From an optimization exercise on the open Yosys and OpenROAD flow, aimed at small area, a short achievable clock period and few clock cycles per item; shortcuts taken in it are not production practice. At most, simulation tests tie the RTL to the original design; equivalence was not proved.

==> flow/design.v <==
`timescale 1ns / 1ps
module main(
    input clk,
    input rst,
    input start,
    input [7:0] a,
    input [7:0] b,
    output wire ready,
    output wire busy,
    output reg [8:0] y
);
reg ready_r;
reg [7:0] ar, br;      
reg [6:0] m;           
reg [9:0] r;           
reg [7:0] x;           
assign ready = ready_r;
assign busy = ~ready_r;
wire [5:0] ab3 = {a[7:5], b[7:5]};
wire [8:0] qr3;
assign qr3[0] = (ab3 == 6'd9) | (ab3 == 6'd10) | (ab3 == 6'd11) | (ab3 == 6'd12) | (ab3 == 6'd13) | (ab3 == 6'd14) | (ab3 == 6'd15) | (ab3 == 6'd17) | (ab3 == 6'd25) | (ab3 == 6'd29) | (ab3 == 6'd30) | (ab3 == 6'd31) | (ab3 == 6'd33) | (ab3 == 6'd36) | (ab3 == 6'd37) | (ab3 == 6'd38) | (ab3 == 6'd39) | (ab3 == 6'd41) | (ab3 == 6'd43) | (ab3 == 6'd44) | (ab3 == 6'd45) | (ab3 == 6'd49) | (ab3 == 6'd51) | (ab3 == 6'd52) | (ab3 == 6'd57) | (ab3 == 6'd59) | (ab3 == 6'd60) | (ab3 == 6'd63);
assign qr3[1] = (ab3 == 6'd27) | (ab3 == 6'd36) | (ab3 == 6'd38) | (ab3 == 6'd47) | (ab3 == 6'd52) | (ab3 == 6'd61);
assign qr3[2] = (ab3 == 6'd18) | (ab3 == 6'd19) | (ab3 == 6'd20) | (ab3 == 6'd21) | (ab3 == 6'd22) | (ab3 == 6'd23) | (ab3 == 6'd26) | (ab3 == 6'd34) | (ab3 == 6'd36) | (ab3 == 6'd37) | (ab3 == 6'd42) | (ab3 == 6'd44) | (ab3 == 6'd46) | (ab3 == 6'd50) | (ab3 == 6'd53) | (ab3 == 6'd55) | (ab3 == 6'd58) | (ab3 == 6'd62);
assign qr3[3] = (ab3 == 6'd29) | (ab3 == 6'd30) | (ab3 == 6'd31) | (ab3 == 6'd43) | (ab3 == 6'd46) | (ab3 == 6'd47) | (ab3 == 6'd51) | (ab3 == 6'd53) | (ab3 == 6'd54) | (ab3 == 6'd59) | (ab3 == 6'd61);
assign qr3[4] = (ab3 == 6'd63);
assign qr3[5] = (ab3 == 6'd1) | (ab3 == 6'd3) | (ab3 == 6'd5) | (ab3 == 6'd7) | (ab3 == 6'd8) | (ab3 == 6'd9) | (ab3 == 6'd11) | (ab3 == 6'd13) | (ab3 == 6'd15) | (ab3 == 6'd19) | (ab3 == 6'd21) | (ab3 == 6'd23) | (ab3 == 6'd24) | (ab3 == 6'd25) | (ab3 == 6'd26) | (ab3 == 6'd28) | (ab3 == 6'd29) | (ab3 == 6'd31) | (ab3 == 6'd35) | (ab3 == 6'd36) | (ab3 == 6'd38) | (ab3 == 6'd40) | (ab3 == 6'd41) | (ab3 == 6'd42) | (ab3 == 6'd43) | (ab3 == 6'd45) | (ab3 == 6'd46) | (ab3 == 6'd52) | (ab3 == 6'd53) | (ab3 == 6'd55) | (ab3 == 6'd56) | (ab3 == 6'd57) | (ab3 == 6'd58) | (ab3 == 6'd59) | (ab3 == 6'd62) | (ab3 == 6'd63);
assign qr3[6] = (ab3 == 6'd2) | (ab3 == 6'd3) | (ab3 == 6'd6) | (ab3 == 6'd7) | (ab3 == 6'd10) | (ab3 == 6'd11) | (ab3 == 6'd14) | (ab3 == 6'd15) | (ab3 == 6'd16) | (ab3 == 6'd17) | (ab3 == 6'd18) | (ab3 == 6'd19) | (ab3 == 6'd22) | (ab3 == 6'd23) | (ab3 == 6'd24) | (ab3 == 6'd25) | (ab3 == 6'd26) | (ab3 == 6'd30) | (ab3 == 6'd31) | (ab3 == 6'd37) | (ab3 == 6'd38) | (ab3 == 6'd44) | (ab3 == 6'd45) | (ab3 == 6'd46) | (ab3 == 6'd48) | (ab3 == 6'd49) | (ab3 == 6'd50) | (ab3 == 6'd51) | (ab3 == 6'd52) | (ab3 == 6'd53) | (ab3 == 6'd56) | (ab3 == 6'd57) | (ab3 == 6'd58) | (ab3 == 6'd59);
assign qr3[7] = (ab3 == 6'd4) | (ab3 == 6'd5) | (ab3 == 6'd6) | (ab3 == 6'd7) | (ab3 == 6'd12) | (ab3 == 6'd13) | (ab3 == 6'd14) | (ab3 == 6'd15) | (ab3 == 6'd20) | (ab3 == 6'd21) | (ab3 == 6'd22) | (ab3 == 6'd23) | (ab3 == 6'd27) | (ab3 == 6'd28) | (ab3 == 6'd29) | (ab3 == 6'd30) | (ab3 == 6'd31) | (ab3 == 6'd32) | (ab3 == 6'd33) | (ab3 == 6'd34) | (ab3 == 6'd35) | (ab3 == 6'd36) | (ab3 == 6'd37) | (ab3 == 6'd38) | (ab3 == 6'd40) | (ab3 == 6'd41) | (ab3 == 6'd42) | (ab3 == 6'd43) | (ab3 == 6'd44) | (ab3 == 6'd45) | (ab3 == 6'd46) | (ab3 == 6'd48) | (ab3 == 6'd49) | (ab3 == 6'd50) | (ab3 == 6'd51) | (ab3 == 6'd52) | (ab3 == 6'd53) | (ab3 == 6'd56) | (ab3 == 6'd57) | (ab3 == 6'd58) | (ab3 == 6'd59);
assign qr3[8] = (ab3 == 6'd39) | (ab3 == 6'd47) | (ab3 == 6'd54) | (ab3 == 6'd55) | (ab3 == 6'd60) | (ab3 == 6'd61) | (ab3 == 6'd62) | (ab3 == 6'd63);
wire [3:0] q3 = qr3[8:5];
wire [4:0] r3 = qr3[4:0];
wire [7:0] ar_n = ready_r ? {a[4:0], a[7:5]} : {ar[6:0], ar[7]};
wire [7:0] br_n = ready_r ? {b[4:0], b[7:5]} : {br[6:0], br[7]};
wire [6:0] m_n  = ready_r ? 7'b0000111 : {m[5:0], 1'b1};
wire ak = ar[7];
wire bk = br[7];
wire [10:0] sum3 = r + x;
wire [12:0] t  = {sum3, ak & bk, ak ^ bk};
wire [8:0] yinc = y + 9'd1;
wire [12:0] c3 = {y, 3'b100} + {yinc, 2'b01};
wire [13:0] t1 = {1'b0, t} - {3'b0, y, 2'b01};
wire [13:0] t2 = {1'b0, t} - {2'b0, y, 3'b100};
wire [13:0] t3 = {1'b0, t} - {1'b0, c3};
always @(posedge clk) begin
    ar <= ar_n;
    br <= br_n;
    m <= m_n;
    x <= (ar_n[7] ? ar_n[6:0] & m_n : 7'd0) + (br_n[7] ? br_n[6:0] & m_n : 7'd0);
    if (ready_r) begin
        r <= r3;
    end else begin
        if (!t3[13]) r <= t3[9:0];
        else if (!t2[13]) r <= t2[9:0];
        else if (!t1[13]) r <= t1[9:0];
        else r <= t[9:0];
    end
    if (ready_r) begin
        if (start) y <= q3;
    end else begin
        if (!t3[13]) y <= {yinc[7:0], 1'b1};
        else if (!t2[13]) y <= {yinc[7:0], 1'b0};
        else if (!t1[13]) y <= {y[7:0], 1'b1};
        else y <= {y[7:0], 1'b0};
    end
end
always @(posedge clk)
    if (rst) ready_r <= 1'b1;
    else if (ready_r) ready_r <= ~start;
    else ready_r <= m[6];
endmodule
export LEC_CHECK = 0
export CAP_MARGIN = 20
export CORE_MARGIN = 2
export CORE_UTILIZATION = 40
export SLEW_MARGIN = 20
create_clock -name core_clock -period 5.0 [get_ports {clk}]
run.sh (not shown) runs the stock make flow with config.mk's settings and CLKGATE_MAP_FILE= SYNTH_SCRIPT=/design/flow/synth_recipe.tcl, a recipe that flattens the netlist after the stock synthesis.
The starting point went through all stages and came out clean.
Testbench counts at the start, summed over its fixed seeds: cycles 12,288, items 2,048.
Then changed:
==> flow/design.v (replaced) <==
`timescale 1ns / 1ps
module main(
    input clk,
    input rst,
    input start,
    input [7:0] a,
    input [7:0] b,
    output wire ready,
    output wire busy,
    output reg [8:0] y
);
reg ready_r;
reg [7:0] ar, br;      
reg [6:0] m;           
reg [9:0] r;           
assign ready = ready_r;
assign busy = ~ready_r;
wire [2:0] a2 = {1'b0, a[7:6]};
wire [2:0] b2 = {1'b0, b[7:6]};
wire [4:0] s2 = a2 * a2 + b2 * b2;
wire [2:0] q2 = (s2 >= 5'd16) ? 3'd4 : (s2 >= 5'd9) ? 3'd3 : (s2 >= 5'd4) ? 3'd2 : (s2 != 5'd0) ? 3'd1 : 3'd0;
wire [4:0] r2 = s2 - q2 * q2;
wire ak = ar[7];
wire bk = br[7];
wire [6:0] ah = ar[6:0] & m & {7{ak}};
wire [6:0] bh = br[6:0] & m & {7{bk}};
wire [10:0] sum3 = r + ah + bh;
wire [12:0] t  = {sum3, ak & bk, ak ^ bk};
wire [8:0] yinc = y + 9'd1;
wire [12:0] c3 = {y, 3'b100} + {yinc, 2'b01};
wire [13:0] t1 = {1'b0, t} - {3'b0, y, 2'b01};
wire [13:0] t2 = {1'b0, t} - {2'b0, y, 3'b100};
wire [13:0] t3 = {1'b0, t} - {1'b0, c3};
always @(posedge clk) begin
    if (ready_r) begin
        ar <= {a[5:0], a[7:6]};
        br <= {b[5:0], b[7:6]};
        m <= 7'b0000011;
        r <= r2;
    end else begin
        ar <= {ar[6:0], ar[7]};
        br <= {br[6:0], br[7]};
        m <= {m[5:0], 1'b1};
        if (!t3[13]) r <= t3[9:0];
        else if (!t2[13]) r <= t2[9:0];
        else if (!t1[13]) r <= t1[9:0];
        else r <= t[9:0];
    end
    if (ready_r) begin
        if (start) y <= q2;
    end else begin
        if (!t3[13]) y <= {yinc[7:0], 1'b1};
        else if (!t2[13]) y <= {yinc[7:0], 1'b0};
        else if (!t1[13]) y <= {y[7:0], 1'b1};
        else y <= {y[7:0], 1'b0};
    end
end
always @(posedge clk)
    if (rst) ready_r <= 1'b1;
    else if (ready_r) ready_r <= ~start;
    else ready_r <= m[6];
endmodule
- setup slack loses 230 ps
- wire length decreases by 4.3%
- worst hold slack gains 32 ps
- core utilization increases by 1.7 points
- synthesized cell count decreases by 11%
- die area decreases by 7.1%
- final cell count decreases by 7.7%
Testbench counts after the change, summed over its fixed seeds: cycles 14,336, items 2,048.

---

main, a different RTL version from the one above (not shown whole).
Size: about 560 cells after synthesis, ~35 flip-flops, about 30 I/O pins, roughly 4400 µm² of cells after synthesis.
==> flow/config.mk <==
export PLATFORM = sky130hd
export DESIGN_NAME = main
export DESIGN_NICKNAME = main
export VERILOG_FILES = /design/flow/design.v
export SDC_FILE = /design/flow/constraint.sdc
export NUM_CORES = 4
export LEC_CHECK = 0
export CAP_MARGIN = 20
export CORE_MARGIN = 2
export CORE_UTILIZATION = 40
export SETUP_SLACK_MARGIN = 1.0
export SLEW_MARGIN = 20
==> flow/constraint.sdc <==
create_clock -name core_clock -period 5.0 [get_ports {clk}]
set_input_delay 1.0000 -clock core_clock [delete_from_list [all_inputs] [get_ports {clk}]]
set_output_delay 1.0000 -clock core_clock [all_outputs]
set_load 0.01 [all_outputs]
standard.sh (not shown) runs the stock make flow with config.mk's settings and CLKGATE_MAP_FILE= SYNTH_SCRIPT=/design/flow/synth_recipe.tcl, a recipe that flattens the netlist after the stock synthesis.
==> flow/flow/run.sh <==
#!/bin/bash
# The standard layout (the standard.sh: the standard synthesis, then ORFS to
# the routed layout), with the input and output ports buffered by the smallest
# buffer, sky130_fd_sc_hd__buf_1, instead of the one buffer_ports picks itself.
# make's full output goes to standard.log in the work folder; ORFS's own logs
# stay under orfs/logs.
set -euo pipefail
export BUFFER_PORTS_ARGS="-buffer_cell sky130_fd_sc_hd__buf_1"
bash standard.sh finish > standard.log 2>&1
Then changed:
--- a/flow/design.v
+++ b/flow/design.v
@@ -6,17 +6,17 @@
     input [7:0] a,
     input [7:0] b,
     output wire ready,
     output wire busy,
     output reg [8:0] y
 );
 reg ready_r;
 reg [4:0] kh;          
-reg [9:0] r;           
+reg [8:0] r;           
 reg [7:0] x;           
 reg ak, bk;            
 assign ready = ready_r;
 assign busy = ~ready_r;
 wire [5:0] ab3 = {a[7:5], b[7:5]};
 wire [8:0] qr3;
 assign qr3[0] = (ab3 == 6'd9) | (ab3 == 6'd10) | (ab3 == 6'd11) | (ab3 == 6'd12) | (ab3 == 6'd13) | (ab3 == 6'd14) | (ab3 == 6'd15) | (ab3 == 6'd17) | (ab3 == 6'd25) | (ab3 == 6'd29) | (ab3 == 6'd30) | (ab3 == 6'd31) | (ab3 == 6'd33) | (ab3 == 6'd36) | (ab3 == 6'd37) | (ab3 == 6'd38) | (ab3 == 6'd39) | (ab3 == 6'd41) | (ab3 == 6'd43) | (ab3 == 6'd44) | (ab3 == 6'd45) | (ab3 == 6'd49) | (ab3 == 6'd51) | (ab3 == 6'd52) | (ab3 == 6'd57) | (ab3 == 6'd59) | (ab3 == 6'd60) | (ab3 == 6'd63);
 assign qr3[1] = (ab3 == 6'd27) | (ab3 == 6'd36) | (ab3 == 6'd38) | (ab3 == 6'd47) | (ab3 == 6'd52) | (ab3 == 6'd61);
@@ -33,42 +33,43 @@
 wire ak_n = |(kh_n & a[4:0]);
 wire bk_n = |(kh_n & b[4:0]);
 wire [6:0] a_n = ({7{kh_n[4]}} & {4'd0, a[7:5]}) | ({7{kh_n[3]}} & {3'd0, a[7:4]}) |
                  ({7{kh_n[2]}} & {2'd0, a[7:3]}) | ({7{kh_n[1]}} & {1'd0, a[7:2]}) |
                  ({7{kh_n[0]}} & a[7:1]);
 wire [6:0] b_n = ({7{kh_n[4]}} & {4'd0, b[7:5]}) | ({7{kh_n[3]}} & {3'd0, b[7:4]}) |
                  ({7{kh_n[2]}} & {2'd0, b[7:3]}) | ({7{kh_n[1]}} & {1'd0, b[7:2]}) |
                  ({7{kh_n[0]}} & b[7:1]);
-wire [10:0] sum3 = r + x;
-wire [12:0] t  = {sum3, ak & bk, ak ^ bk};
-wire [8:0] yinc = y + 9'd1;
-wire [12:0] c3 = {1'b0, y, 2'b11} + {y, 3'b110};    
-wire [13:0] t1 = {1'b0, t} - {3'b0, y, 2'b01};
-wire [13:0] t2 = {1'b0, t} - {2'b0, y, 3'b100};
-wire [13:0] t3 = {1'b0, t} - {1'b0, c3};
+wire [7:0] q = y[7:0];
+wire [9:0] sum3 = r + x;
+wire [11:0] t  = {sum3, ak & bk, ak ^ bk};
+wire [7:0] qinc = q + 8'd1;
+wire [11:0] c3 = {1'b0, q, 3'b100} + {2'b0, qinc, 2'b01};
+wire [12:0] t1 = {1'b0, t} - {3'b0, q, 2'b01};
+wire [12:0] t2 = {1'b0, t} - {2'b0, q, 3'b100};
+wire [12:0] t3 = {1'b0, t} - {1'b0, c3};
 always @(posedge clk) begin
     kh <= kh_n;
     ak <= ak_n;
     bk <= bk_n;
     x <= (ak_n ? a_n : 7'd0) + (bk_n ? b_n : 7'd0);
     if (ready_r) begin
-        r <= r3;
+        r <= {4'd0, r3};
     end else begin
-        if (!t3[13]) r <= t3[9:0];
-        else if (!t2[13]) r <= t2[9:0];
-        else if (!t1[13]) r <= t1[9:0];
-        else r <= t[9:0];
+        if (!t3[12]) r <= t3[8:0];
+        else if (!t2[12]) r <= t2[8:0];
+        else if (!t1[12]) r <= t1[8:0];
+        else r <= t[8:0];
     end
     if (ready_r) begin
-        if (start) y <= q3;
+        if (start) y <= {5'd0, q3};
     end else begin
-        if (!t3[13]) y <= {yinc[7:0], 1'b1};
-        else if (!t2[13]) y <= {yinc[7:0], 1'b0};
-        else if (!t1[13]) y <= {y[7:0], 1'b1};
-        else y <= {y[7:0], 1'b0};
+        if (!t3[12]) y <= {qinc, 1'b1};
+        else if (!t2[12]) y <= {qinc, 1'b0};
+        else if (!t1[12]) y <= {q, 1'b1};
+        else y <= {q, 1'b0};
     end
 end
 always @(posedge clk)
     if (rst) ready_r <= 1'b1;
     else if (ready_r) ready_r <= ~start;
     else ready_r <= kh[0];
 endmodule
Effect:
- The new run finished clean
- routed wire length goes down by 13%
- area after synthesis shrinks by 4.4%
- via count fell by 4.0%
- critical path depth came out lower by 2
- hold slack is worse by 0.0053 ns
Testbench counts after the change, summed over its fixed seeds: cycles 12,288, items 2,048.
No functional check of the RTL was part of the first run of this note.

## port drivers added, routing unchanged
In the flow no input, the clock included, has a driving cell. The finished layouts below were timed again as built, in two steps.
Step 1: set_driving_cell puts a clkbuf_16 on clk and a buf_2 on each other input, an assumption about the parent block.
Step 2 moves the port delays by t, midway between the first and last clock arrival at a register: inputs arrive t later, outputs are due t later. That takes back most of the time a late clock gives input paths.
a / b / c = ideal ports / drivers / drivers and shift; a / b = the first two.
run | shift t [ns] | slack for setup (ns) | worst setup path at the end | worst register clock-pin slew, ns
the first run of note 1 | 0.342 | 0.564 / 0.564 / 0.564 | register to register | 0.10 / 0.10
the second run of note 1 | 0.335 | 0.339 / 0.339 / 0.339 | register to register | 0.09 / 0.09
the first run of note 2 | 0.332 | 1.025 / 1.025 / 1.025 | register to register | 0.09 / 0.09
the second run of note 2 | 0.325 | 1.191 / 1.191 / 1.191 | register to register | 0.08 / 0.08
After both steps every run listed still meets setup and hold.
